From an optimization exercise on the open Yosys and OpenROAD flow, aimed at small area, a short achievable clock period and few clock cycles per item; shortcuts taken in it are not production practice.
No functional check of the RTL was part of this run.
Power is estimated from default activity; no workload was simulated.

## flow/run.sh

```bash
#!/bin/bash
# Layout flow: the standard ORFS flow (standard.sh, run on a config that includes
# the standard flow's config.mk) with two changes:
#  - the port buffers are the smallest plain buffer, sky130_fd_sc_hd__buf_1, instead of
#    the delay cell buffer_ports picks by default;
#  - (adder cells are mapped as in the standard flow)
#  - slow cells with long PMOS stacks (3- and 4-input OR/NOR and some complex gates) are
#    added to the don't-use list.
# Registers are untouched: they come from the standard synthesis.
set -euo pipefail
here=$(pwd)
cat > own.mk <<EOM
include $here/config.mk
export BUFFER_PORTS_ARGS = -buffer_cell sky130_fd_sc_hd__buf_1
export DONT_USE_CELLS = sky130_fd_sc_hd__nor3_1 sky130_fd_sc_hd__nor3_2 sky130_fd_sc_hd__nor3_4 sky130_fd_sc_hd__nor3b_1 sky130_fd_sc_hd__nor3b_2 sky130_fd_sc_hd__nor3b_4 sky130_fd_sc_hd__nor4_1 sky130_fd_sc_hd__nor4_2 sky130_fd_sc_hd__nor4_4 sky130_fd_sc_hd__nor4b_1 sky130_fd_sc_hd__nor4b_2 sky130_fd_sc_hd__nor4b_4 sky130_fd_sc_hd__nor4bb_1 sky130_fd_sc_hd__nor4bb_2 sky130_fd_sc_hd__nor4bb_4 sky130_fd_sc_hd__or3_1 sky130_fd_sc_hd__or3_2 sky130_fd_sc_hd__or3_4 sky130_fd_sc_hd__or3b_1 sky130_fd_sc_hd__or3b_2 sky130_fd_sc_hd__or3b_4 sky130_fd_sc_hd__or4_1 sky130_fd_sc_hd__or4_2 sky130_fd_sc_hd__or4_4 sky130_fd_sc_hd__or4b_1 sky130_fd_sc_hd__or4b_2 sky130_fd_sc_hd__or4b_4 sky130_fd_sc_hd__or4bb_1 sky130_fd_sc_hd__or4bb_2 sky130_fd_sc_hd__or4bb_4  sky130_fd_sc_hd__a2111o_1 sky130_fd_sc_hd__a2111o_2 sky130_fd_sc_hd__a2111o_4 sky130_fd_sc_hd__a2111oi_0 sky130_fd_sc_hd__a2111oi_1 sky130_fd_sc_hd__a2111oi_2 sky130_fd_sc_hd__a2111oi_4 sky130_fd_sc_hd__a222oi_1 sky130_fd_sc_hd__a2bb2o_1 sky130_fd_sc_hd__a2bb2o_2 sky130_fd_sc_hd__a2bb2o_4 sky130_fd_sc_hd__a2bb2oi_1 sky130_fd_sc_hd__a2bb2oi_2 sky130_fd_sc_hd__a2bb2oi_4 sky130_fd_sc_hd__a311o_1 sky130_fd_sc_hd__a311o_2 sky130_fd_sc_hd__a311o_4 sky130_fd_sc_hd__a311oi_1 sky130_fd_sc_hd__a311oi_2 sky130_fd_sc_hd__a311oi_4 sky130_fd_sc_hd__a32o_1 sky130_fd_sc_hd__a32o_2 sky130_fd_sc_hd__a32o_4 sky130_fd_sc_hd__a32oi_1 sky130_fd_sc_hd__a32oi_2 sky130_fd_sc_hd__a32oi_4 sky130_fd_sc_hd__a41o_1 sky130_fd_sc_hd__a41o_2 sky130_fd_sc_hd__a41o_4 sky130_fd_sc_hd__a41oi_1 sky130_fd_sc_hd__a41oi_2 sky130_fd_sc_hd__a41oi_4 sky130_fd_sc_hd__o2111a_1 sky130_fd_sc_hd__o2111a_2 sky130_fd_sc_hd__o2111a_4 sky130_fd_sc_hd__o2111ai_1 sky130_fd_sc_hd__o2111ai_2 sky130_fd_sc_hd__o2111ai_4 sky130_fd_sc_hd__o2bb2a_1 sky130_fd_sc_hd__o2bb2a_2 sky130_fd_sc_hd__o2bb2a_4 sky130_fd_sc_hd__o2bb2ai_1 sky130_fd_sc_hd__o2bb2ai_2 sky130_fd_sc_hd__o2bb2ai_4 sky130_fd_sc_hd__o311a_1 sky130_fd_sc_hd__o311a_2 sky130_fd_sc_hd__o311a_4 sky130_fd_sc_hd__o311ai_0 sky130_fd_sc_hd__o311ai_1 sky130_fd_sc_hd__o311ai_2 sky130_fd_sc_hd__o311ai_4 sky130_fd_sc_hd__o32a_1 sky130_fd_sc_hd__o32a_2 sky130_fd_sc_hd__o32a_4 sky130_fd_sc_hd__o32ai_1 sky130_fd_sc_hd__o32ai_2 sky130_fd_sc_hd__o32ai_4 sky130_fd_sc_hd__o41a_1 sky130_fd_sc_hd__o41a_2 sky130_fd_sc_hd__o41a_4 sky130_fd_sc_hd__o41ai_1 sky130_fd_sc_hd__o41ai_2 sky130_fd_sc_hd__o41ai_4 
EOM
sed "s#DESIGN_CONFIG=[^ ]*#DESIGN_CONFIG=$here/own.mk#" standard.sh > own.sh
bash own.sh > standard.log 2>&1
```

## standard.sh

```bash
#!/bin/bash
# synth_recipe.tcl (not shown) runs the flow's synth.tcl, then flattens the netlist and writes it again
# the make line also repeats each setting of config.mk as NAME=value (left out here)
make -C /OpenROAD-flow-scripts/flow DESIGN_CONFIG=/design/flow/config.mk WORK_HOME=/design/flow/orfs CLKGATE_MAP_FILE= SYNTH_SCRIPT=/design/flow/synth_recipe.tcl "${@:-finish}"
```

## config.mk

```make
export PLATFORM = sky130hd
export DESIGN_NAME = simple_modular_adder
export DESIGN_NICKNAME = simple_modular_adder
export VERILOG_FILES = /design/flow/design.v
export SDC_FILE = /design/flow/constraint.sdc
export NUM_CORES = 4
export LEC_CHECK = 0
export CAP_MARGIN = 20
export CORE_MARGIN = 2
export CORE_UTILIZATION = 40
export SETUP_SLACK_MARGIN = 2.0
export SLEW_MARGIN = 20
export SYNTH_HIERARCHICAL = 1
```

## constraint.sdc

```tcl
create_clock -name core_clock -period 5.0 [get_ports {clk}]
set_input_delay 1.0000 -clock core_clock [delete_from_list [all_inputs] [get_ports {clk}]]
set_output_delay 1.0000 -clock core_clock [all_outputs]
set_load 0.01 [all_outputs]
```

## design.v

```verilog
module ma_blk1(a, b, al, bl, hs, bg, bp);
  input [0:0] a, b;
  input al, bl;
  output [0:0] hs;
  output bg, bp;
  wire [1:0] c;
  assign c[0] = al & bl;
  assign hs[0] = a[0] ^ b[0] ^ c[0];
  assign c[1] = (a[0] & b[0]) | (c[0] & (a[0] ^ b[0]));
  wire ge = a[0] & b[0];
  assign bg = c[1] & ~ge;
  assign bp = (&hs) & ~(c[1] ^ ge);
endmodule
module mb_blk1(hs, cb, r);
  input [0:0] hs;
  input cb;
  output [0:0] r;
  assign r[0] = hs[0] ^ cb;
endmodule
module ma_blk4(a, b, al, bl, hs, bg, bp);
  input [3:0] a, b;
  input al, bl;
  output [3:0] hs;
  output bg, bp;
  wire [4:0] c;
  assign c[0] = al & bl;
  assign hs[0] = a[0] ^ b[0] ^ c[0];
  assign c[1] = (a[0] & b[0]) | (c[0] & (a[0] ^ b[0]));
  assign hs[1] = a[1] ^ b[1] ^ c[1];
  assign c[2] = (a[1] & b[1]) | (c[1] & (a[1] ^ b[1]));
  assign hs[2] = a[2] ^ b[2] ^ c[2];
  assign c[3] = (a[2] & b[2]) | (c[2] & (a[2] ^ b[2]));
  assign hs[3] = a[3] ^ b[3] ^ c[3];
  assign c[4] = (a[3] & b[3]) | (c[3] & (a[3] ^ b[3]));
  wire ge = a[3] & b[3];
  assign bg = c[4] & ~ge;
  assign bp = (&hs) & ~(c[4] ^ ge);
endmodule
module mb_blk4(hs, cb, r);
  input [3:0] hs;
  input cb;
  output [3:0] r;
  wire f0_1 = hs[1] & hs[0];
  wire f0_3 = hs[3] & hs[2];
  wire f1_2 = hs[2] & f0_1;
  wire f1_3 = f0_3 & f0_1;
  assign r[0] = hs[0] ^ cb;
  assign r[1] = hs[1] ^ (cb & hs[0]);
  assign r[2] = hs[2] ^ (cb & f0_1);
  assign r[3] = hs[3] ^ (cb & f1_2);
endmodule
module ma_low(a, b, x5, l0, l1, c0, c1);
  input [4:0] a, b;
  input x5;
  output [5:0] l0, l1;
  output c0, c1;
  wire [6:0] s0 = {2'b0, a} + {2'b0, b} + {1'b0, x5, 5'b0};
  wire [6:0] s1 = s0 + 7'd19;
  assign l0 = s0[5:0];
  assign l1 = s1[5:0];
  assign c0 = s0[6];
  assign c1 = s1[6];
endmodule
module mb_carry(bg, bp, c0, c1, y, sel, cb);
  input [62:0] bg, bp;
  input c0, c1, y;
  output sel;
  output [62:0] cb;
  wire q0_1g = bg[1] | (bp[1] & bg[0]);
  wire q0_1t = bp[1] & bp[0];
  wire q0_3g = bg[3] | (bp[3] & bg[2]);
  wire q0_3t = bp[3] & bp[2];
  wire q0_5g = bg[5] | (bp[5] & bg[4]);
  wire q0_5t = bp[5] & bp[4];
  wire q0_7g = bg[7] | (bp[7] & bg[6]);
  wire q0_7t = bp[7] & bp[6];
  wire q0_9g = bg[9] | (bp[9] & bg[8]);
  wire q0_9t = bp[9] & bp[8];
  wire q0_11g = bg[11] | (bp[11] & bg[10]);
  wire q0_11t = bp[11] & bp[10];
  wire q0_13g = bg[13] | (bp[13] & bg[12]);
  wire q0_13t = bp[13] & bp[12];
  wire q0_15g = bg[15] | (bp[15] & bg[14]);
  wire q0_15t = bp[15] & bp[14];
  wire q0_17g = bg[17] | (bp[17] & bg[16]);
  wire q0_17t = bp[17] & bp[16];
  wire q0_19g = bg[19] | (bp[19] & bg[18]);
  wire q0_19t = bp[19] & bp[18];
  wire q0_21g = bg[21] | (bp[21] & bg[20]);
  wire q0_21t = bp[21] & bp[20];
  wire q0_23g = bg[23] | (bp[23] & bg[22]);
  wire q0_23t = bp[23] & bp[22];
  wire q0_25g = bg[25] | (bp[25] & bg[24]);
  wire q0_25t = bp[25] & bp[24];
  wire q0_27g = bg[27] | (bp[27] & bg[26]);
  wire q0_27t = bp[27] & bp[26];
  wire q0_29g = bg[29] | (bp[29] & bg[28]);
  wire q0_29t = bp[29] & bp[28];
  wire q0_31g = bg[31] | (bp[31] & bg[30]);
  wire q0_31t = bp[31] & bp[30];
  wire q0_33g = bg[33] | (bp[33] & bg[32]);
  wire q0_33t = bp[33] & bp[32];
  wire q0_35g = bg[35] | (bp[35] & bg[34]);
  wire q0_35t = bp[35] & bp[34];
  wire q0_37g = bg[37] | (bp[37] & bg[36]);
  wire q0_37t = bp[37] & bp[36];
  wire q0_39g = bg[39] | (bp[39] & bg[38]);
  wire q0_39t = bp[39] & bp[38];
  wire q0_41g = bg[41] | (bp[41] & bg[40]);
  wire q0_41t = bp[41] & bp[40];
  wire q0_43g = bg[43] | (bp[43] & bg[42]);
  wire q0_43t = bp[43] & bp[42];
  wire q0_45g = bg[45] | (bp[45] & bg[44]);
  wire q0_45t = bp[45] & bp[44];
  wire q0_47g = bg[47] | (bp[47] & bg[46]);
  wire q0_47t = bp[47] & bp[46];
  wire q0_49g = bg[49] | (bp[49] & bg[48]);
  wire q0_49t = bp[49] & bp[48];
  wire q0_51g = bg[51] | (bp[51] & bg[50]);
  wire q0_51t = bp[51] & bp[50];
  wire q0_53g = bg[53] | (bp[53] & bg[52]);
  wire q0_53t = bp[53] & bp[52];
  wire q0_55g = bg[55] | (bp[55] & bg[54]);
  wire q0_55t = bp[55] & bp[54];
  wire q0_57g = bg[57] | (bp[57] & bg[56]);
  wire q0_57t = bp[57] & bp[56];
  wire q0_59g = bg[59] | (bp[59] & bg[58]);
  wire q0_59t = bp[59] & bp[58];
  wire q0_61g = bg[61] | (bp[61] & bg[60]);
  wire q0_61t = bp[61] & bp[60];
  wire q1_2g = bg[2] | (bp[2] & q0_1g);
  wire q1_2t = bp[2] & q0_1t;
  wire q1_3g = q0_3g | (q0_3t & q0_1g);
  wire q1_3t = q0_3t & q0_1t;
  wire q1_6g = bg[6] | (bp[6] & q0_5g);
  wire q1_6t = bp[6] & q0_5t;
  wire q1_7g = q0_7g | (q0_7t & q0_5g);
  wire q1_7t = q0_7t & q0_5t;
  wire q1_10g = bg[10] | (bp[10] & q0_9g);
  wire q1_10t = bp[10] & q0_9t;
  wire q1_11g = q0_11g | (q0_11t & q0_9g);
  wire q1_11t = q0_11t & q0_9t;
  wire q1_14g = bg[14] | (bp[14] & q0_13g);
  wire q1_14t = bp[14] & q0_13t;
  wire q1_15g = q0_15g | (q0_15t & q0_13g);
  wire q1_15t = q0_15t & q0_13t;
  wire q1_18g = bg[18] | (bp[18] & q0_17g);
  wire q1_18t = bp[18] & q0_17t;
  wire q1_19g = q0_19g | (q0_19t & q0_17g);
  wire q1_19t = q0_19t & q0_17t;
  wire q1_22g = bg[22] | (bp[22] & q0_21g);
  wire q1_22t = bp[22] & q0_21t;
  wire q1_23g = q0_23g | (q0_23t & q0_21g);
  wire q1_23t = q0_23t & q0_21t;
  wire q1_26g = bg[26] | (bp[26] & q0_25g);
  wire q1_26t = bp[26] & q0_25t;
  wire q1_27g = q0_27g | (q0_27t & q0_25g);
  wire q1_27t = q0_27t & q0_25t;
  wire q1_30g = bg[30] | (bp[30] & q0_29g);
  wire q1_30t = bp[30] & q0_29t;
  wire q1_31g = q0_31g | (q0_31t & q0_29g);
  wire q1_31t = q0_31t & q0_29t;
  wire q1_34g = bg[34] | (bp[34] & q0_33g);
  wire q1_34t = bp[34] & q0_33t;
  wire q1_35g = q0_35g | (q0_35t & q0_33g);
  wire q1_35t = q0_35t & q0_33t;
  wire q1_38g = bg[38] | (bp[38] & q0_37g);
  wire q1_38t = bp[38] & q0_37t;
  wire q1_39g = q0_39g | (q0_39t & q0_37g);
  wire q1_39t = q0_39t & q0_37t;
  wire q1_42g = bg[42] | (bp[42] & q0_41g);
  wire q1_42t = bp[42] & q0_41t;
  wire q1_43g = q0_43g | (q0_43t & q0_41g);
  wire q1_43t = q0_43t & q0_41t;
  wire q1_46g = bg[46] | (bp[46] & q0_45g);
  wire q1_46t = bp[46] & q0_45t;
  wire q1_47g = q0_47g | (q0_47t & q0_45g);
  wire q1_47t = q0_47t & q0_45t;
  wire q1_50g = bg[50] | (bp[50] & q0_49g);
  wire q1_50t = bp[50] & q0_49t;
  wire q1_51g = q0_51g | (q0_51t & q0_49g);
  wire q1_51t = q0_51t & q0_49t;
  wire q1_54g = bg[54] | (bp[54] & q0_53g);
  wire q1_54t = bp[54] & q0_53t;
  wire q1_55g = q0_55g | (q0_55t & q0_53g);
  wire q1_55t = q0_55t & q0_53t;
  wire q1_58g = bg[58] | (bp[58] & q0_57g);
  wire q1_58t = bp[58] & q0_57t;
  wire q1_59g = q0_59g | (q0_59t & q0_57g);
  wire q1_59t = q0_59t & q0_57t;
  wire q1_62g = bg[62] | (bp[62] & q0_61g);
  wire q1_62t = bp[62] & q0_61t;
  wire q2_4g = bg[4] | (bp[4] & q1_3g);
  wire q2_4t = bp[4] & q1_3t;
  wire q2_5g = q0_5g | (q0_5t & q1_3g);
  wire q2_5t = q0_5t & q1_3t;
  wire q2_6g = q1_6g | (q1_6t & q1_3g);
  wire q2_6t = q1_6t & q1_3t;
  wire q2_7g = q1_7g | (q1_7t & q1_3g);
  wire q2_7t = q1_7t & q1_3t;
  wire q2_12g = bg[12] | (bp[12] & q1_11g);
  wire q2_12t = bp[12] & q1_11t;
  wire q2_13g = q0_13g | (q0_13t & q1_11g);
  wire q2_13t = q0_13t & q1_11t;
  wire q2_14g = q1_14g | (q1_14t & q1_11g);
  wire q2_14t = q1_14t & q1_11t;
  wire q2_15g = q1_15g | (q1_15t & q1_11g);
  wire q2_15t = q1_15t & q1_11t;
  wire q2_20g = bg[20] | (bp[20] & q1_19g);
  wire q2_20t = bp[20] & q1_19t;
  wire q2_21g = q0_21g | (q0_21t & q1_19g);
  wire q2_21t = q0_21t & q1_19t;
  wire q2_22g = q1_22g | (q1_22t & q1_19g);
  wire q2_22t = q1_22t & q1_19t;
  wire q2_23g = q1_23g | (q1_23t & q1_19g);
  wire q2_23t = q1_23t & q1_19t;
  wire q2_28g = bg[28] | (bp[28] & q1_27g);
  wire q2_28t = bp[28] & q1_27t;
  wire q2_29g = q0_29g | (q0_29t & q1_27g);
  wire q2_29t = q0_29t & q1_27t;
  wire q2_30g = q1_30g | (q1_30t & q1_27g);
  wire q2_30t = q1_30t & q1_27t;
  wire q2_31g = q1_31g | (q1_31t & q1_27g);
  wire q2_31t = q1_31t & q1_27t;
  wire q2_36g = bg[36] | (bp[36] & q1_35g);
  wire q2_36t = bp[36] & q1_35t;
  wire q2_37g = q0_37g | (q0_37t & q1_35g);
  wire q2_37t = q0_37t & q1_35t;
  wire q2_38g = q1_38g | (q1_38t & q1_35g);
  wire q2_38t = q1_38t & q1_35t;
  wire q2_39g = q1_39g | (q1_39t & q1_35g);
  wire q2_39t = q1_39t & q1_35t;
  wire q2_44g = bg[44] | (bp[44] & q1_43g);
  wire q2_44t = bp[44] & q1_43t;
  wire q2_45g = q0_45g | (q0_45t & q1_43g);
  wire q2_45t = q0_45t & q1_43t;
  wire q2_46g = q1_46g | (q1_46t & q1_43g);
  wire q2_46t = q1_46t & q1_43t;
  wire q2_47g = q1_47g | (q1_47t & q1_43g);
  wire q2_47t = q1_47t & q1_43t;
  wire q2_52g = bg[52] | (bp[52] & q1_51g);
  wire q2_52t = bp[52] & q1_51t;
  wire q2_53g = q0_53g | (q0_53t & q1_51g);
  wire q2_53t = q0_53t & q1_51t;
  wire q2_54g = q1_54g | (q1_54t & q1_51g);
  wire q2_54t = q1_54t & q1_51t;
  wire q2_55g = q1_55g | (q1_55t & q1_51g);
  wire q2_55t = q1_55t & q1_51t;
  wire q2_60g = bg[60] | (bp[60] & q1_59g);
  wire q2_60t = bp[60] & q1_59t;
  wire q2_61g = q0_61g | (q0_61t & q1_59g);
  wire q2_61t = q0_61t & q1_59t;
  wire q2_62g = q1_62g | (q1_62t & q1_59g);
  wire q2_62t = q1_62t & q1_59t;
  wire q3_8g = bg[8] | (bp[8] & q2_7g);
  wire q3_8t = bp[8] & q2_7t;
  wire q3_9g = q0_9g | (q0_9t & q2_7g);
  wire q3_9t = q0_9t & q2_7t;
  wire q3_10g = q1_10g | (q1_10t & q2_7g);
  wire q3_10t = q1_10t & q2_7t;
  wire q3_11g = q1_11g | (q1_11t & q2_7g);
  wire q3_11t = q1_11t & q2_7t;
  wire q3_12g = q2_12g | (q2_12t & q2_7g);
  wire q3_12t = q2_12t & q2_7t;
  wire q3_13g = q2_13g | (q2_13t & q2_7g);
  wire q3_13t = q2_13t & q2_7t;
  wire q3_14g = q2_14g | (q2_14t & q2_7g);
  wire q3_14t = q2_14t & q2_7t;
  wire q3_15g = q2_15g | (q2_15t & q2_7g);
  wire q3_15t = q2_15t & q2_7t;
  wire q3_24g = bg[24] | (bp[24] & q2_23g);
  wire q3_24t = bp[24] & q2_23t;
  wire q3_25g = q0_25g | (q0_25t & q2_23g);
  wire q3_25t = q0_25t & q2_23t;
  wire q3_26g = q1_26g | (q1_26t & q2_23g);
  wire q3_26t = q1_26t & q2_23t;
  wire q3_27g = q1_27g | (q1_27t & q2_23g);
  wire q3_27t = q1_27t & q2_23t;
  wire q3_28g = q2_28g | (q2_28t & q2_23g);
  wire q3_28t = q2_28t & q2_23t;
  wire q3_29g = q2_29g | (q2_29t & q2_23g);
  wire q3_29t = q2_29t & q2_23t;
  wire q3_30g = q2_30g | (q2_30t & q2_23g);
  wire q3_30t = q2_30t & q2_23t;
  wire q3_31g = q2_31g | (q2_31t & q2_23g);
  wire q3_31t = q2_31t & q2_23t;
  wire q3_40g = bg[40] | (bp[40] & q2_39g);
  wire q3_40t = bp[40] & q2_39t;
  wire q3_41g = q0_41g | (q0_41t & q2_39g);
  wire q3_41t = q0_41t & q2_39t;
  wire q3_42g = q1_42g | (q1_42t & q2_39g);
  wire q3_42t = q1_42t & q2_39t;
  wire q3_43g = q1_43g | (q1_43t & q2_39g);
  wire q3_43t = q1_43t & q2_39t;
  wire q3_44g = q2_44g | (q2_44t & q2_39g);
  wire q3_44t = q2_44t & q2_39t;
  wire q3_45g = q2_45g | (q2_45t & q2_39g);
  wire q3_45t = q2_45t & q2_39t;
  wire q3_46g = q2_46g | (q2_46t & q2_39g);
  wire q3_46t = q2_46t & q2_39t;
  wire q3_47g = q2_47g | (q2_47t & q2_39g);
  wire q3_47t = q2_47t & q2_39t;
  wire q3_56g = bg[56] | (bp[56] & q2_55g);
  wire q3_56t = bp[56] & q2_55t;
  wire q3_57g = q0_57g | (q0_57t & q2_55g);
  wire q3_57t = q0_57t & q2_55t;
  wire q3_58g = q1_58g | (q1_58t & q2_55g);
  wire q3_58t = q1_58t & q2_55t;
  wire q3_59g = q1_59g | (q1_59t & q2_55g);
  wire q3_59t = q1_59t & q2_55t;
  wire q3_60g = q2_60g | (q2_60t & q2_55g);
  wire q3_60t = q2_60t & q2_55t;
  wire q3_61g = q2_61g | (q2_61t & q2_55g);
  wire q3_61t = q2_61t & q2_55t;
  wire q3_62g = q2_62g | (q2_62t & q2_55g);
  wire q3_62t = q2_62t & q2_55t;
  wire q4_16g = bg[16] | (bp[16] & q3_15g);
  wire q4_16t = bp[16] & q3_15t;
  wire q4_17g = q0_17g | (q0_17t & q3_15g);
  wire q4_17t = q0_17t & q3_15t;
  wire q4_18g = q1_18g | (q1_18t & q3_15g);
  wire q4_18t = q1_18t & q3_15t;
  wire q4_19g = q1_19g | (q1_19t & q3_15g);
  wire q4_19t = q1_19t & q3_15t;
  wire q4_20g = q2_20g | (q2_20t & q3_15g);
  wire q4_20t = q2_20t & q3_15t;
  wire q4_21g = q2_21g | (q2_21t & q3_15g);
  wire q4_21t = q2_21t & q3_15t;
  wire q4_22g = q2_22g | (q2_22t & q3_15g);
  wire q4_22t = q2_22t & q3_15t;
  wire q4_23g = q2_23g | (q2_23t & q3_15g);
  wire q4_23t = q2_23t & q3_15t;
  wire q4_24g = q3_24g | (q3_24t & q3_15g);
  wire q4_24t = q3_24t & q3_15t;
  wire q4_25g = q3_25g | (q3_25t & q3_15g);
  wire q4_25t = q3_25t & q3_15t;
  wire q4_26g = q3_26g | (q3_26t & q3_15g);
  wire q4_26t = q3_26t & q3_15t;
  wire q4_27g = q3_27g | (q3_27t & q3_15g);
  wire q4_27t = q3_27t & q3_15t;
  wire q4_28g = q3_28g | (q3_28t & q3_15g);
  wire q4_28t = q3_28t & q3_15t;
  wire q4_29g = q3_29g | (q3_29t & q3_15g);
  wire q4_29t = q3_29t & q3_15t;
  wire q4_30g = q3_30g | (q3_30t & q3_15g);
  wire q4_30t = q3_30t & q3_15t;
  wire q4_31g = q3_31g | (q3_31t & q3_15g);
  wire q4_31t = q3_31t & q3_15t;
  wire q4_48g = bg[48] | (bp[48] & q3_47g);
  wire q4_48t = bp[48] & q3_47t;
  wire q4_49g = q0_49g | (q0_49t & q3_47g);
  wire q4_49t = q0_49t & q3_47t;
  wire q4_50g = q1_50g | (q1_50t & q3_47g);
  wire q4_50t = q1_50t & q3_47t;
  wire q4_51g = q1_51g | (q1_51t & q3_47g);
  wire q4_51t = q1_51t & q3_47t;
  wire q4_52g = q2_52g | (q2_52t & q3_47g);
  wire q4_52t = q2_52t & q3_47t;
  wire q4_53g = q2_53g | (q2_53t & q3_47g);
  wire q4_53t = q2_53t & q3_47t;
  wire q4_54g = q2_54g | (q2_54t & q3_47g);
  wire q4_54t = q2_54t & q3_47t;
  wire q4_55g = q2_55g | (q2_55t & q3_47g);
  wire q4_55t = q2_55t & q3_47t;
  wire q4_56g = q3_56g | (q3_56t & q3_47g);
  wire q4_56t = q3_56t & q3_47t;
  wire q4_57g = q3_57g | (q3_57t & q3_47g);
  wire q4_57t = q3_57t & q3_47t;
  wire q4_58g = q3_58g | (q3_58t & q3_47g);
  wire q4_58t = q3_58t & q3_47t;
  wire q4_59g = q3_59g | (q3_59t & q3_47g);
  wire q4_59t = q3_59t & q3_47t;
  wire q4_60g = q3_60g | (q3_60t & q3_47g);
  wire q4_60t = q3_60t & q3_47t;
  wire q4_61g = q3_61g | (q3_61t & q3_47g);
  wire q4_61t = q3_61t & q3_47t;
  wire q4_62g = q3_62g | (q3_62t & q3_47g);
  wire q4_62t = q3_62t & q3_47t;
  wire q5_32g = bg[32] | (bp[32] & q4_31g);
  wire q5_32t = bp[32] & q4_31t;
  wire q5_33g = q0_33g | (q0_33t & q4_31g);
  wire q5_33t = q0_33t & q4_31t;
  wire q5_34g = q1_34g | (q1_34t & q4_31g);
  wire q5_34t = q1_34t & q4_31t;
  wire q5_35g = q1_35g | (q1_35t & q4_31g);
  wire q5_35t = q1_35t & q4_31t;
  wire q5_36g = q2_36g | (q2_36t & q4_31g);
  wire q5_36t = q2_36t & q4_31t;
  wire q5_37g = q2_37g | (q2_37t & q4_31g);
  wire q5_37t = q2_37t & q4_31t;
  wire q5_38g = q2_38g | (q2_38t & q4_31g);
  wire q5_38t = q2_38t & q4_31t;
  wire q5_39g = q2_39g | (q2_39t & q4_31g);
  wire q5_39t = q2_39t & q4_31t;
  wire q5_40g = q3_40g | (q3_40t & q4_31g);
  wire q5_40t = q3_40t & q4_31t;
  wire q5_41g = q3_41g | (q3_41t & q4_31g);
  wire q5_41t = q3_41t & q4_31t;
  wire q5_42g = q3_42g | (q3_42t & q4_31g);
  wire q5_42t = q3_42t & q4_31t;
  wire q5_43g = q3_43g | (q3_43t & q4_31g);
  wire q5_43t = q3_43t & q4_31t;
  wire q5_44g = q3_44g | (q3_44t & q4_31g);
  wire q5_44t = q3_44t & q4_31t;
  wire q5_45g = q3_45g | (q3_45t & q4_31g);
  wire q5_45t = q3_45t & q4_31t;
  wire q5_46g = q3_46g | (q3_46t & q4_31g);
  wire q5_46t = q3_46t & q4_31t;
  wire q5_47g = q3_47g | (q3_47t & q4_31g);
  wire q5_47t = q3_47t & q4_31t;
  wire q5_48g = q4_48g | (q4_48t & q4_31g);
  wire q5_48t = q4_48t & q4_31t;
  wire q5_49g = q4_49g | (q4_49t & q4_31g);
  wire q5_49t = q4_49t & q4_31t;
  wire q5_50g = q4_50g | (q4_50t & q4_31g);
  wire q5_50t = q4_50t & q4_31t;
  wire q5_51g = q4_51g | (q4_51t & q4_31g);
  wire q5_51t = q4_51t & q4_31t;
  wire q5_52g = q4_52g | (q4_52t & q4_31g);
  wire q5_52t = q4_52t & q4_31t;
  wire q5_53g = q4_53g | (q4_53t & q4_31g);
  wire q5_53t = q4_53t & q4_31t;
  wire q5_54g = q4_54g | (q4_54t & q4_31g);
  wire q5_54t = q4_54t & q4_31t;
  wire q5_55g = q4_55g | (q4_55t & q4_31g);
  wire q5_55t = q4_55t & q4_31t;
  wire q5_56g = q4_56g | (q4_56t & q4_31g);
  wire q5_56t = q4_56t & q4_31t;
  wire q5_57g = q4_57g | (q4_57t & q4_31g);
  wire q5_57t = q4_57t & q4_31t;
  wire q5_58g = q4_58g | (q4_58t & q4_31g);
  wire q5_58t = q4_58t & q4_31t;
  wire q5_59g = q4_59g | (q4_59t & q4_31g);
  wire q5_59t = q4_59t & q4_31t;
  wire q5_60g = q4_60g | (q4_60t & q4_31g);
  wire q5_60t = q4_60t & q4_31t;
  wire q5_61g = q4_61g | (q4_61t & q4_31g);
  wire q5_61t = q4_61t & q4_31t;
  wire q5_62g = q4_62g | (q4_62t & q4_31g);
  wire q5_62t = q4_62t & q4_31t;
  assign sel = y | q5_62g | (q5_62t & c1);
  wire cin = c0 | (sel & c1);
  assign cb[0] = cin;
  assign cb[1] = bg[0] | (bp[0] & cin);
  assign cb[2] = q0_1g | (q0_1t & cin);
  assign cb[3] = q1_2g | (q1_2t & cin);
  assign cb[4] = q1_3g | (q1_3t & cin);
  assign cb[5] = q2_4g | (q2_4t & cin);
  assign cb[6] = q2_5g | (q2_5t & cin);
  assign cb[7] = q2_6g | (q2_6t & cin);
  assign cb[8] = q2_7g | (q2_7t & cin);
  assign cb[9] = q3_8g | (q3_8t & cin);
  assign cb[10] = q3_9g | (q3_9t & cin);
  assign cb[11] = q3_10g | (q3_10t & cin);
  assign cb[12] = q3_11g | (q3_11t & cin);
  assign cb[13] = q3_12g | (q3_12t & cin);
  assign cb[14] = q3_13g | (q3_13t & cin);
  assign cb[15] = q3_14g | (q3_14t & cin);
  assign cb[16] = q3_15g | (q3_15t & cin);
  assign cb[17] = q4_16g | (q4_16t & cin);
  assign cb[18] = q4_17g | (q4_17t & cin);
  assign cb[19] = q4_18g | (q4_18t & cin);
  assign cb[20] = q4_19g | (q4_19t & cin);
  assign cb[21] = q4_20g | (q4_20t & cin);
  assign cb[22] = q4_21g | (q4_21t & cin);
  assign cb[23] = q4_22g | (q4_22t & cin);
  assign cb[24] = q4_23g | (q4_23t & cin);
  assign cb[25] = q4_24g | (q4_24t & cin);
  assign cb[26] = q4_25g | (q4_25t & cin);
  assign cb[27] = q4_26g | (q4_26t & cin);
  assign cb[28] = q4_27g | (q4_27t & cin);
  assign cb[29] = q4_28g | (q4_28t & cin);
  assign cb[30] = q4_29g | (q4_29t & cin);
  assign cb[31] = q4_30g | (q4_30t & cin);
  assign cb[32] = q4_31g | (q4_31t & cin);
  assign cb[33] = q5_32g | (q5_32t & cin);
  assign cb[34] = q5_33g | (q5_33t & cin);
  assign cb[35] = q5_34g | (q5_34t & cin);
  assign cb[36] = q5_35g | (q5_35t & cin);
  assign cb[37] = q5_36g | (q5_36t & cin);
  assign cb[38] = q5_37g | (q5_37t & cin);
  assign cb[39] = q5_38g | (q5_38t & cin);
  assign cb[40] = q5_39g | (q5_39t & cin);
  assign cb[41] = q5_40g | (q5_40t & cin);
  assign cb[42] = q5_41g | (q5_41t & cin);
  assign cb[43] = q5_42g | (q5_42t & cin);
  assign cb[44] = q5_43g | (q5_43t & cin);
  assign cb[45] = q5_44g | (q5_44t & cin);
  assign cb[46] = q5_45g | (q5_45t & cin);
  assign cb[47] = q5_46g | (q5_46t & cin);
  assign cb[48] = q5_47g | (q5_47t & cin);
  assign cb[49] = q5_48g | (q5_48t & cin);
  assign cb[50] = q5_49g | (q5_49t & cin);
  assign cb[51] = q5_50g | (q5_50t & cin);
  assign cb[52] = q5_51g | (q5_51t & cin);
  assign cb[53] = q5_52g | (q5_52t & cin);
  assign cb[54] = q5_53g | (q5_53t & cin);
  assign cb[55] = q5_54g | (q5_54t & cin);
  assign cb[56] = q5_55g | (q5_55t & cin);
  assign cb[57] = q5_56g | (q5_56t & cin);
  assign cb[58] = q5_57g | (q5_57t & cin);
  assign cb[59] = q5_58g | (q5_58t & cin);
  assign cb[60] = q5_59g | (q5_59t & cin);
  assign cb[61] = q5_60g | (q5_60t & cin);
  assign cb[62] = q5_61g | (q5_61t & cin);
endmodule
module simple_modular_adder(a,b,clk,rst,out,done);
input [255:0] a,b;
input clk,rst;
output [255:0] out;
output done;
wire [254:6] hs;
wire [62:0] bg, bp;
wire [5:0] l0, l1;
wire c0, c1;
ma_low u_low(.a(a[4:0]), .b(b[4:0]), .x5(a[5] ^ b[5]), .l0(l0), .l1(l1), .c0(c0), .c1(c1));
ma_blk4 u_a0(.a(a[9:6]), .b(b[9:6]), .al(a[5]), .bl(b[5]), .hs(hs[9:6]), .bg(bg[0]), .bp(bp[0]));
ma_blk4 u_a1(.a(a[13:10]), .b(b[13:10]), .al(a[9]), .bl(b[9]), .hs(hs[13:10]), .bg(bg[1]), .bp(bp[1]));
ma_blk4 u_a2(.a(a[17:14]), .b(b[17:14]), .al(a[13]), .bl(b[13]), .hs(hs[17:14]), .bg(bg[2]), .bp(bp[2]));
ma_blk4 u_a3(.a(a[21:18]), .b(b[21:18]), .al(a[17]), .bl(b[17]), .hs(hs[21:18]), .bg(bg[3]), .bp(bp[3]));
ma_blk4 u_a4(.a(a[25:22]), .b(b[25:22]), .al(a[21]), .bl(b[21]), .hs(hs[25:22]), .bg(bg[4]), .bp(bp[4]));
ma_blk4 u_a5(.a(a[29:26]), .b(b[29:26]), .al(a[25]), .bl(b[25]), .hs(hs[29:26]), .bg(bg[5]), .bp(bp[5]));
ma_blk4 u_a6(.a(a[33:30]), .b(b[33:30]), .al(a[29]), .bl(b[29]), .hs(hs[33:30]), .bg(bg[6]), .bp(bp[6]));
ma_blk4 u_a7(.a(a[37:34]), .b(b[37:34]), .al(a[33]), .bl(b[33]), .hs(hs[37:34]), .bg(bg[7]), .bp(bp[7]));
ma_blk4 u_a8(.a(a[41:38]), .b(b[41:38]), .al(a[37]), .bl(b[37]), .hs(hs[41:38]), .bg(bg[8]), .bp(bp[8]));
ma_blk4 u_a9(.a(a[45:42]), .b(b[45:42]), .al(a[41]), .bl(b[41]), .hs(hs[45:42]), .bg(bg[9]), .bp(bp[9]));
ma_blk4 u_a10(.a(a[49:46]), .b(b[49:46]), .al(a[45]), .bl(b[45]), .hs(hs[49:46]), .bg(bg[10]), .bp(bp[10]));
ma_blk4 u_a11(.a(a[53:50]), .b(b[53:50]), .al(a[49]), .bl(b[49]), .hs(hs[53:50]), .bg(bg[11]), .bp(bp[11]));
ma_blk4 u_a12(.a(a[57:54]), .b(b[57:54]), .al(a[53]), .bl(b[53]), .hs(hs[57:54]), .bg(bg[12]), .bp(bp[12]));
ma_blk4 u_a13(.a(a[61:58]), .b(b[61:58]), .al(a[57]), .bl(b[57]), .hs(hs[61:58]), .bg(bg[13]), .bp(bp[13]));
ma_blk4 u_a14(.a(a[65:62]), .b(b[65:62]), .al(a[61]), .bl(b[61]), .hs(hs[65:62]), .bg(bg[14]), .bp(bp[14]));
ma_blk4 u_a15(.a(a[69:66]), .b(b[69:66]), .al(a[65]), .bl(b[65]), .hs(hs[69:66]), .bg(bg[15]), .bp(bp[15]));
ma_blk4 u_a16(.a(a[73:70]), .b(b[73:70]), .al(a[69]), .bl(b[69]), .hs(hs[73:70]), .bg(bg[16]), .bp(bp[16]));
ma_blk4 u_a17(.a(a[77:74]), .b(b[77:74]), .al(a[73]), .bl(b[73]), .hs(hs[77:74]), .bg(bg[17]), .bp(bp[17]));
ma_blk4 u_a18(.a(a[81:78]), .b(b[81:78]), .al(a[77]), .bl(b[77]), .hs(hs[81:78]), .bg(bg[18]), .bp(bp[18]));
ma_blk4 u_a19(.a(a[85:82]), .b(b[85:82]), .al(a[81]), .bl(b[81]), .hs(hs[85:82]), .bg(bg[19]), .bp(bp[19]));
ma_blk4 u_a20(.a(a[89:86]), .b(b[89:86]), .al(a[85]), .bl(b[85]), .hs(hs[89:86]), .bg(bg[20]), .bp(bp[20]));
ma_blk4 u_a21(.a(a[93:90]), .b(b[93:90]), .al(a[89]), .bl(b[89]), .hs(hs[93:90]), .bg(bg[21]), .bp(bp[21]));
ma_blk4 u_a22(.a(a[97:94]), .b(b[97:94]), .al(a[93]), .bl(b[93]), .hs(hs[97:94]), .bg(bg[22]), .bp(bp[22]));
ma_blk4 u_a23(.a(a[101:98]), .b(b[101:98]), .al(a[97]), .bl(b[97]), .hs(hs[101:98]), .bg(bg[23]), .bp(bp[23]));
ma_blk4 u_a24(.a(a[105:102]), .b(b[105:102]), .al(a[101]), .bl(b[101]), .hs(hs[105:102]), .bg(bg[24]), .bp(bp[24]));
ma_blk4 u_a25(.a(a[109:106]), .b(b[109:106]), .al(a[105]), .bl(b[105]), .hs(hs[109:106]), .bg(bg[25]), .bp(bp[25]));
ma_blk4 u_a26(.a(a[113:110]), .b(b[113:110]), .al(a[109]), .bl(b[109]), .hs(hs[113:110]), .bg(bg[26]), .bp(bp[26]));
ma_blk4 u_a27(.a(a[117:114]), .b(b[117:114]), .al(a[113]), .bl(b[113]), .hs(hs[117:114]), .bg(bg[27]), .bp(bp[27]));
ma_blk4 u_a28(.a(a[121:118]), .b(b[121:118]), .al(a[117]), .bl(b[117]), .hs(hs[121:118]), .bg(bg[28]), .bp(bp[28]));
ma_blk4 u_a29(.a(a[125:122]), .b(b[125:122]), .al(a[121]), .bl(b[121]), .hs(hs[125:122]), .bg(bg[29]), .bp(bp[29]));
ma_blk4 u_a30(.a(a[129:126]), .b(b[129:126]), .al(a[125]), .bl(b[125]), .hs(hs[129:126]), .bg(bg[30]), .bp(bp[30]));
ma_blk4 u_a31(.a(a[133:130]), .b(b[133:130]), .al(a[129]), .bl(b[129]), .hs(hs[133:130]), .bg(bg[31]), .bp(bp[31]));
ma_blk4 u_a32(.a(a[137:134]), .b(b[137:134]), .al(a[133]), .bl(b[133]), .hs(hs[137:134]), .bg(bg[32]), .bp(bp[32]));
ma_blk4 u_a33(.a(a[141:138]), .b(b[141:138]), .al(a[137]), .bl(b[137]), .hs(hs[141:138]), .bg(bg[33]), .bp(bp[33]));
ma_blk4 u_a34(.a(a[145:142]), .b(b[145:142]), .al(a[141]), .bl(b[141]), .hs(hs[145:142]), .bg(bg[34]), .bp(bp[34]));
ma_blk4 u_a35(.a(a[149:146]), .b(b[149:146]), .al(a[145]), .bl(b[145]), .hs(hs[149:146]), .bg(bg[35]), .bp(bp[35]));
ma_blk4 u_a36(.a(a[153:150]), .b(b[153:150]), .al(a[149]), .bl(b[149]), .hs(hs[153:150]), .bg(bg[36]), .bp(bp[36]));
ma_blk4 u_a37(.a(a[157:154]), .b(b[157:154]), .al(a[153]), .bl(b[153]), .hs(hs[157:154]), .bg(bg[37]), .bp(bp[37]));
ma_blk4 u_a38(.a(a[161:158]), .b(b[161:158]), .al(a[157]), .bl(b[157]), .hs(hs[161:158]), .bg(bg[38]), .bp(bp[38]));
ma_blk4 u_a39(.a(a[165:162]), .b(b[165:162]), .al(a[161]), .bl(b[161]), .hs(hs[165:162]), .bg(bg[39]), .bp(bp[39]));
ma_blk4 u_a40(.a(a[169:166]), .b(b[169:166]), .al(a[165]), .bl(b[165]), .hs(hs[169:166]), .bg(bg[40]), .bp(bp[40]));
ma_blk4 u_a41(.a(a[173:170]), .b(b[173:170]), .al(a[169]), .bl(b[169]), .hs(hs[173:170]), .bg(bg[41]), .bp(bp[41]));
ma_blk4 u_a42(.a(a[177:174]), .b(b[177:174]), .al(a[173]), .bl(b[173]), .hs(hs[177:174]), .bg(bg[42]), .bp(bp[42]));
ma_blk4 u_a43(.a(a[181:178]), .b(b[181:178]), .al(a[177]), .bl(b[177]), .hs(hs[181:178]), .bg(bg[43]), .bp(bp[43]));
ma_blk4 u_a44(.a(a[185:182]), .b(b[185:182]), .al(a[181]), .bl(b[181]), .hs(hs[185:182]), .bg(bg[44]), .bp(bp[44]));
ma_blk4 u_a45(.a(a[189:186]), .b(b[189:186]), .al(a[185]), .bl(b[185]), .hs(hs[189:186]), .bg(bg[45]), .bp(bp[45]));
ma_blk4 u_a46(.a(a[193:190]), .b(b[193:190]), .al(a[189]), .bl(b[189]), .hs(hs[193:190]), .bg(bg[46]), .bp(bp[46]));
ma_blk4 u_a47(.a(a[197:194]), .b(b[197:194]), .al(a[193]), .bl(b[193]), .hs(hs[197:194]), .bg(bg[47]), .bp(bp[47]));
ma_blk4 u_a48(.a(a[201:198]), .b(b[201:198]), .al(a[197]), .bl(b[197]), .hs(hs[201:198]), .bg(bg[48]), .bp(bp[48]));
ma_blk4 u_a49(.a(a[205:202]), .b(b[205:202]), .al(a[201]), .bl(b[201]), .hs(hs[205:202]), .bg(bg[49]), .bp(bp[49]));
ma_blk4 u_a50(.a(a[209:206]), .b(b[209:206]), .al(a[205]), .bl(b[205]), .hs(hs[209:206]), .bg(bg[50]), .bp(bp[50]));
ma_blk4 u_a51(.a(a[213:210]), .b(b[213:210]), .al(a[209]), .bl(b[209]), .hs(hs[213:210]), .bg(bg[51]), .bp(bp[51]));
ma_blk4 u_a52(.a(a[217:214]), .b(b[217:214]), .al(a[213]), .bl(b[213]), .hs(hs[217:214]), .bg(bg[52]), .bp(bp[52]));
ma_blk4 u_a53(.a(a[221:218]), .b(b[221:218]), .al(a[217]), .bl(b[217]), .hs(hs[221:218]), .bg(bg[53]), .bp(bp[53]));
ma_blk4 u_a54(.a(a[225:222]), .b(b[225:222]), .al(a[221]), .bl(b[221]), .hs(hs[225:222]), .bg(bg[54]), .bp(bp[54]));
ma_blk4 u_a55(.a(a[229:226]), .b(b[229:226]), .al(a[225]), .bl(b[225]), .hs(hs[229:226]), .bg(bg[55]), .bp(bp[55]));
ma_blk4 u_a56(.a(a[233:230]), .b(b[233:230]), .al(a[229]), .bl(b[229]), .hs(hs[233:230]), .bg(bg[56]), .bp(bp[56]));
ma_blk4 u_a57(.a(a[237:234]), .b(b[237:234]), .al(a[233]), .bl(b[233]), .hs(hs[237:234]), .bg(bg[57]), .bp(bp[57]));
ma_blk4 u_a58(.a(a[241:238]), .b(b[241:238]), .al(a[237]), .bl(b[237]), .hs(hs[241:238]), .bg(bg[58]), .bp(bp[58]));
ma_blk4 u_a59(.a(a[245:242]), .b(b[245:242]), .al(a[241]), .bl(b[241]), .hs(hs[245:242]), .bg(bg[59]), .bp(bp[59]));
ma_blk4 u_a60(.a(a[249:246]), .b(b[249:246]), .al(a[245]), .bl(b[245]), .hs(hs[249:246]), .bg(bg[60]), .bp(bp[60]));
ma_blk4 u_a61(.a(a[253:250]), .b(b[253:250]), .al(a[249]), .bl(b[249]), .hs(hs[253:250]), .bg(bg[61]), .bp(bp[61]));
ma_blk1 u_a62(.a(a[254:254]), .b(b[254:254]), .al(a[253]), .bl(b[253]), .hs(hs[254:254]), .bg(bg[62]), .bp(bp[62]));
reg [254:6] hs_r;
reg [62:0] bg_r, bp_r;
reg [5:0] l0_r, l1_r;
reg c0_r, c1_r, y_r;
always @(posedge clk) begin
  hs_r <= hs;
  bg_r <= bg;
  bp_r <= bp;
  l0_r <= l0;
  l1_r <= l1;
  c0_r <= c0;
  c1_r <= c1;
  y_r <= a[254] & b[254];
end
wire sel;
wire [62:0] cb;
wire [254:0] r;
mb_carry u_c(.bg(bg_r), .bp(bp_r), .c0(c0_r), .c1(c1_r), .y(y_r), .sel(sel), .cb(cb));
assign r[5:0] = sel ? l1_r : l0_r;
mb_blk4 u_b0(.hs(hs_r[9:6]), .cb(cb[0]), .r(r[9:6]));
mb_blk4 u_b1(.hs(hs_r[13:10]), .cb(cb[1]), .r(r[13:10]));
mb_blk4 u_b2(.hs(hs_r[17:14]), .cb(cb[2]), .r(r[17:14]));
mb_blk4 u_b3(.hs(hs_r[21:18]), .cb(cb[3]), .r(r[21:18]));
mb_blk4 u_b4(.hs(hs_r[25:22]), .cb(cb[4]), .r(r[25:22]));
mb_blk4 u_b5(.hs(hs_r[29:26]), .cb(cb[5]), .r(r[29:26]));
mb_blk4 u_b6(.hs(hs_r[33:30]), .cb(cb[6]), .r(r[33:30]));
mb_blk4 u_b7(.hs(hs_r[37:34]), .cb(cb[7]), .r(r[37:34]));
mb_blk4 u_b8(.hs(hs_r[41:38]), .cb(cb[8]), .r(r[41:38]));
mb_blk4 u_b9(.hs(hs_r[45:42]), .cb(cb[9]), .r(r[45:42]));
mb_blk4 u_b10(.hs(hs_r[49:46]), .cb(cb[10]), .r(r[49:46]));
mb_blk4 u_b11(.hs(hs_r[53:50]), .cb(cb[11]), .r(r[53:50]));
mb_blk4 u_b12(.hs(hs_r[57:54]), .cb(cb[12]), .r(r[57:54]));
mb_blk4 u_b13(.hs(hs_r[61:58]), .cb(cb[13]), .r(r[61:58]));
mb_blk4 u_b14(.hs(hs_r[65:62]), .cb(cb[14]), .r(r[65:62]));
mb_blk4 u_b15(.hs(hs_r[69:66]), .cb(cb[15]), .r(r[69:66]));
mb_blk4 u_b16(.hs(hs_r[73:70]), .cb(cb[16]), .r(r[73:70]));
mb_blk4 u_b17(.hs(hs_r[77:74]), .cb(cb[17]), .r(r[77:74]));
mb_blk4 u_b18(.hs(hs_r[81:78]), .cb(cb[18]), .r(r[81:78]));
mb_blk4 u_b19(.hs(hs_r[85:82]), .cb(cb[19]), .r(r[85:82]));
mb_blk4 u_b20(.hs(hs_r[89:86]), .cb(cb[20]), .r(r[89:86]));
mb_blk4 u_b21(.hs(hs_r[93:90]), .cb(cb[21]), .r(r[93:90]));
mb_blk4 u_b22(.hs(hs_r[97:94]), .cb(cb[22]), .r(r[97:94]));
mb_blk4 u_b23(.hs(hs_r[101:98]), .cb(cb[23]), .r(r[101:98]));
mb_blk4 u_b24(.hs(hs_r[105:102]), .cb(cb[24]), .r(r[105:102]));
mb_blk4 u_b25(.hs(hs_r[109:106]), .cb(cb[25]), .r(r[109:106]));
mb_blk4 u_b26(.hs(hs_r[113:110]), .cb(cb[26]), .r(r[113:110]));
mb_blk4 u_b27(.hs(hs_r[117:114]), .cb(cb[27]), .r(r[117:114]));
mb_blk4 u_b28(.hs(hs_r[121:118]), .cb(cb[28]), .r(r[121:118]));
mb_blk4 u_b29(.hs(hs_r[125:122]), .cb(cb[29]), .r(r[125:122]));
mb_blk4 u_b30(.hs(hs_r[129:126]), .cb(cb[30]), .r(r[129:126]));
mb_blk4 u_b31(.hs(hs_r[133:130]), .cb(cb[31]), .r(r[133:130]));
mb_blk4 u_b32(.hs(hs_r[137:134]), .cb(cb[32]), .r(r[137:134]));
mb_blk4 u_b33(.hs(hs_r[141:138]), .cb(cb[33]), .r(r[141:138]));
mb_blk4 u_b34(.hs(hs_r[145:142]), .cb(cb[34]), .r(r[145:142]));
mb_blk4 u_b35(.hs(hs_r[149:146]), .cb(cb[35]), .r(r[149:146]));
mb_blk4 u_b36(.hs(hs_r[153:150]), .cb(cb[36]), .r(r[153:150]));
mb_blk4 u_b37(.hs(hs_r[157:154]), .cb(cb[37]), .r(r[157:154]));
mb_blk4 u_b38(.hs(hs_r[161:158]), .cb(cb[38]), .r(r[161:158]));
mb_blk4 u_b39(.hs(hs_r[165:162]), .cb(cb[39]), .r(r[165:162]));
mb_blk4 u_b40(.hs(hs_r[169:166]), .cb(cb[40]), .r(r[169:166]));
mb_blk4 u_b41(.hs(hs_r[173:170]), .cb(cb[41]), .r(r[173:170]));
mb_blk4 u_b42(.hs(hs_r[177:174]), .cb(cb[42]), .r(r[177:174]));
mb_blk4 u_b43(.hs(hs_r[181:178]), .cb(cb[43]), .r(r[181:178]));
mb_blk4 u_b44(.hs(hs_r[185:182]), .cb(cb[44]), .r(r[185:182]));
mb_blk4 u_b45(.hs(hs_r[189:186]), .cb(cb[45]), .r(r[189:186]));
mb_blk4 u_b46(.hs(hs_r[193:190]), .cb(cb[46]), .r(r[193:190]));
mb_blk4 u_b47(.hs(hs_r[197:194]), .cb(cb[47]), .r(r[197:194]));
mb_blk4 u_b48(.hs(hs_r[201:198]), .cb(cb[48]), .r(r[201:198]));
mb_blk4 u_b49(.hs(hs_r[205:202]), .cb(cb[49]), .r(r[205:202]));
mb_blk4 u_b50(.hs(hs_r[209:206]), .cb(cb[50]), .r(r[209:206]));
mb_blk4 u_b51(.hs(hs_r[213:210]), .cb(cb[51]), .r(r[213:210]));
mb_blk4 u_b52(.hs(hs_r[217:214]), .cb(cb[52]), .r(r[217:214]));
mb_blk4 u_b53(.hs(hs_r[221:218]), .cb(cb[53]), .r(r[221:218]));
mb_blk4 u_b54(.hs(hs_r[225:222]), .cb(cb[54]), .r(r[225:222]));
mb_blk4 u_b55(.hs(hs_r[229:226]), .cb(cb[55]), .r(r[229:226]));
mb_blk4 u_b56(.hs(hs_r[233:230]), .cb(cb[56]), .r(r[233:230]));
mb_blk4 u_b57(.hs(hs_r[237:234]), .cb(cb[57]), .r(r[237:234]));
mb_blk4 u_b58(.hs(hs_r[241:238]), .cb(cb[58]), .r(r[241:238]));
mb_blk4 u_b59(.hs(hs_r[245:242]), .cb(cb[59]), .r(r[245:242]));
mb_blk4 u_b60(.hs(hs_r[249:246]), .cb(cb[60]), .r(r[249:246]));
mb_blk4 u_b61(.hs(hs_r[253:250]), .cb(cb[61]), .r(r[253:250]));
mb_blk1 u_b62(.hs(hs_r[254:254]), .cb(cb[62]), .r(r[254:254]));
reg [254:0] res;
reg st, dn;
always @(posedge clk) begin
  res <= r;
  st <= rst;
  dn <= st & ~rst;
end
assign out = {1'b0, res};
assign done = dn;
endmodule
```

==> notes.md <==
## worst max path at each step
stage	end	startpoint	slack (ns)
floorplan	bp_r[0]$_DFF_P_	a[5]	2.35
global placement	res[131]$_DFF_P_	bp_r[17]$_DFF_P_	1.13
detailed placement	res[131]$_DFF_P_	bp_r[18]$_DFF_P_	1.06
CTS	res[35]$_DFF_P_	bp_r[37]$_DFF_P_	1.93
global route	res[85]$_DFF_P_	bp_r[61]$_DFF_P_	1.76
finish	res[85]$_DFF_P_	bp_r[61]$_DFF_P_	1.94
## layer usage
metal / vias to the layer above / track usage, % / part of all wire [%]
li1: 9029 / - / -
met1: 8923 / 22.8 / 37
met2: 643 / 39.0 / 50
met3: 190 / 7.04 / 7.7
met4: 14 / 12.6 / 5.2
met5: - / 0 / 0.098
## cell type report
type	count	area [um^2]	share of cell area [%]
multi-input cells	1250	13100	38.5
well taps	873	1090	3.21
clock inverters	28	408	1.20
inverters	329	1230	3.63
repair buffers	800	3160	9.28
flip-flops and latches	647	13000	38.0
clock buffers	97	2040	6.00
diodes	14	35.0	0.103
## where the power goes
part | switching (mW) | total [mW] | internal, mW
combinational | 1.65 | 2.85 | 1.20
clock | 2.07 | 5.40 | 3.33
sequential | 0.539 | 6.73 | 6.19
## cells by family (layout without fill, tap and decap cells)
family / after synthesis / count (layout) / share of synthesized area, %
flip-flops: 647 / 647 / 48.2
XOR/XNOR: 194 / 194 / 6.40
adder cells (fa/ha/maj): 381 / 381 / 23.0
multiplexers: 6 / 6 / 0.335
AO/OA/AOI/OAI: 171 / 171 / 4.49
AND/OR/NAND/NOR: 497 / 497 / 12.8
buffers and inverters: 335 / 1254 / 4.79
other: 1 / 15 / 0.0140
## Yosys stat by module (local to each module, per instance)
module | copies in the design | cells | flops+latches
mb_blk1 | 1 | 1 | 0
mb_carry | 1 | 280 | 0
ma_low | 1 | 47 | 0
mb_blk4 | 62 | 6 | 0
ma_blk4 | 62 | 14 | 0
simple_modular_adder | 1 | 659 | 647
ma_blk1 | 1 | 5 | 0
## what timing repair did
action / in CTS / in global routing
buffers inserted: 19 / 13
setup endpoints to repair: 219 / 163
pin swaps: 18 / 29
hold endpoints to repair: 0 / 0
gates resized for setup: 51 / 56
## sequential cells by signal, indices dropped and copies added (netlist names), 6 cells and up
register / flops
res: 255
l0_r: 6
bg_r: 63
l1_r: 6
hs_r: 249
bp_r: 63
## cell usage in the layout, fill, tap and decap left out, types with 14 or more instances in the layout
cell / count
dfxtp_1: 640
nor2b_4: 63
nor2_1: 86
nand4b_1: 63
diode_2: 14
a21o_1: 31
nand4_1: 71
clkbuf_16: 71
xor2_1: 63
ha_1: 187
clkbuf_8: 17
a21oi_1: 33
nand2_1: 27
and2_1: 69
nand3_1: 68
buf_1: 767
fa_1: 187
inv_1: 329
buf_4: 26
xnor2_1: 124
## per-stage QoR
step | utilization (%) | area [um^2] | power [mW] | hold slack, ns | instances
final | 51.0 | 34100 | 15.0 | 0.423 | 4038
after global routing | 51.0 | 34100 | 15.7 | 0.439 | 4036
after CTS | 50.4 | 33700 | 15.1 | 0.422 | 4011
after detailed placement | 46.1 | 30800 | 9.58 | 0.420 | 3867
after global placement | 46.1 | 30800 | 9.52 | 0.417 | 3867
after floorplan | - | 26900 | 8.18 | 0.406 | 2232
## worst max-delay path, cell delays in order (launching register included)
cell	delay, ns
dfxtp_2	0.33
a21o_1	0.19
a211oi_4	0.36
a21boi_4	0.26
a31oi_4	0.13
a221oi_4	0.34
o31ai_4	0.14
buf_6	0.15
buf_6	0.11
a221o_1	0.33
a31o_1	0.26
buf_4	0.15
nand4_1	0.10
xnor2_1	0.13
==> results.cfg <==
[global_routing]
grt_start_max_net_pins = 15
grt_util_all_layers_pct = 22.0
antenna_found_initial = 21
first_global_vias = 20366
gr-total-overflow = 0
grt_pass1_wl_um = 115000

[timing]
fin_worst_skew_ns = 0.0317
maxSlewViolCount = 0
tightest_slew_ns = 0.678
finalSetupTns_ns = 0
rsz0062_at_grt = yes
post-route-period-util_pct = 61.2
fmax_mhz = 327
setup_viol = 0
setup_slack_ns = 1.94
hold_violations = 0
slew-limit-headroom_pct = 54.7
fin_crit_ns = 3.06

[route]
ant_nets = 0
first_pass_iters = 5
vias_per_cell = 4.66
drtIter0Drc = 621
drt-wirelength-per-cell_um = 19.1
routed_wl_um = 77300
drc = 0
vias = 18799

[place]
hpwl_um = 65600
io_buffers = 767
dp_slack_ns = 1.06
place_congestion = 1.00

[logic_synthesis]
synthCells = 2232
avgSynthCellArea_um2 = 12.0
ys.warnings.count = 7
yosysUniqueCellTypes = 62
syn_nets = 3127
syn-cell-area_um2 = 26900
synth-async-reset-ratio_pct = 0
synth-edff-count = 0
synth_area_leaders = dfxtp_1 48%, fa_1 14%, ha_1 9.0%
netlist.top_cell.by_area = dfxtp_1
ys.flop_type = dfxtp_1
yosysSeqAreaShare_pct = 48.2
synthTopCellsByCount = 647 x dfxtp_1, 329 x inv_1, 194 x ha_1
yosysMostFrequentCell = dfxtp_1
synth_seq_cells = 647
synth_top_cell_area_share_pct = 48.2

[setup_path]
setup.worst_path.end_class = flip-flop
start_kind = flip-flop
critPathMaxFanout = 4
arrival_ns = 3.58
r2r_start = bp_r[61]$_DFF_P_
worstReg2RegEnd = res[85]$_DFF_P_
crit_required_ns = 5.51
critical_path_class = reg -> reg
reg2regPathDepth = 13
r2r_slack_ns = 1.94

[clock_network]
max-clock-path-buffers = 3
clk_latency_ns = 0.60
cts-htree-levels = 3
cts-buffers-inserted = 69
clk_pin_slew_ns = 0.06
cts_tree = done
cts_hold_buf = 0
root_buffer = clkbuf_16
clock_sinks = 647

[floorplanning]
fp.dieH_um = 263
dieWidth_um = 263
ioPinCount = 771
start_util_pct = 40.2
design.core.area_um2 = 66800
placementRows = 95
dieArea_um2 = 69300

[finish]
nFillCells = 6113
fin_nets = 3992
syn2layout_area_growth_pct = 26.8
drive_gt1_share_pct = 10.1

[hold_path]
worstHoldPathCells = 1
hp-class = reg -> reg
whs_endpoint = res[169]$_DFF_P_
hp-start = hs_r[169]$_DFF_P_

[power_and_ir_drop]
p_leak_nw = 15.0
peakVddDrop_mv = 0.216
powerDensity_nw_per_um2 = 440

[outcome]
outcome = no timing/DRC/antenna violations

[flow_run]
cap_violations = 0

port drivers added, routing unchanged:
The flow's constraints put no driver on any port. The routed layout listed below was extracted and timed again, unchanged, in two steps.
Step 1 assumes that a clkbuf_16 drives the clock port and a buf_2 every other input.
Step 2, shift: input delay + t, output delay - t, t = (earliest + latest rising clock arrival at the registers) / 2. This alone moves slack from input paths to output paths.
Slacks: ideal ports / drivers / drivers and shift; pairs: ideal ports / drivers.
t (ns): 0.647
slack for setup (ns): 1.938 / 1.938 / 1.804
latest minus earliest clock arrival (ns): 0.032 / 0.031
slew at the worst register clock pin (ns): 0.06 / 0.06
After both steps this run still meets setup and hold. For this run, drivers alone change the setup slack by 0.000 ns; drivers and shift together by -0.134 ns.
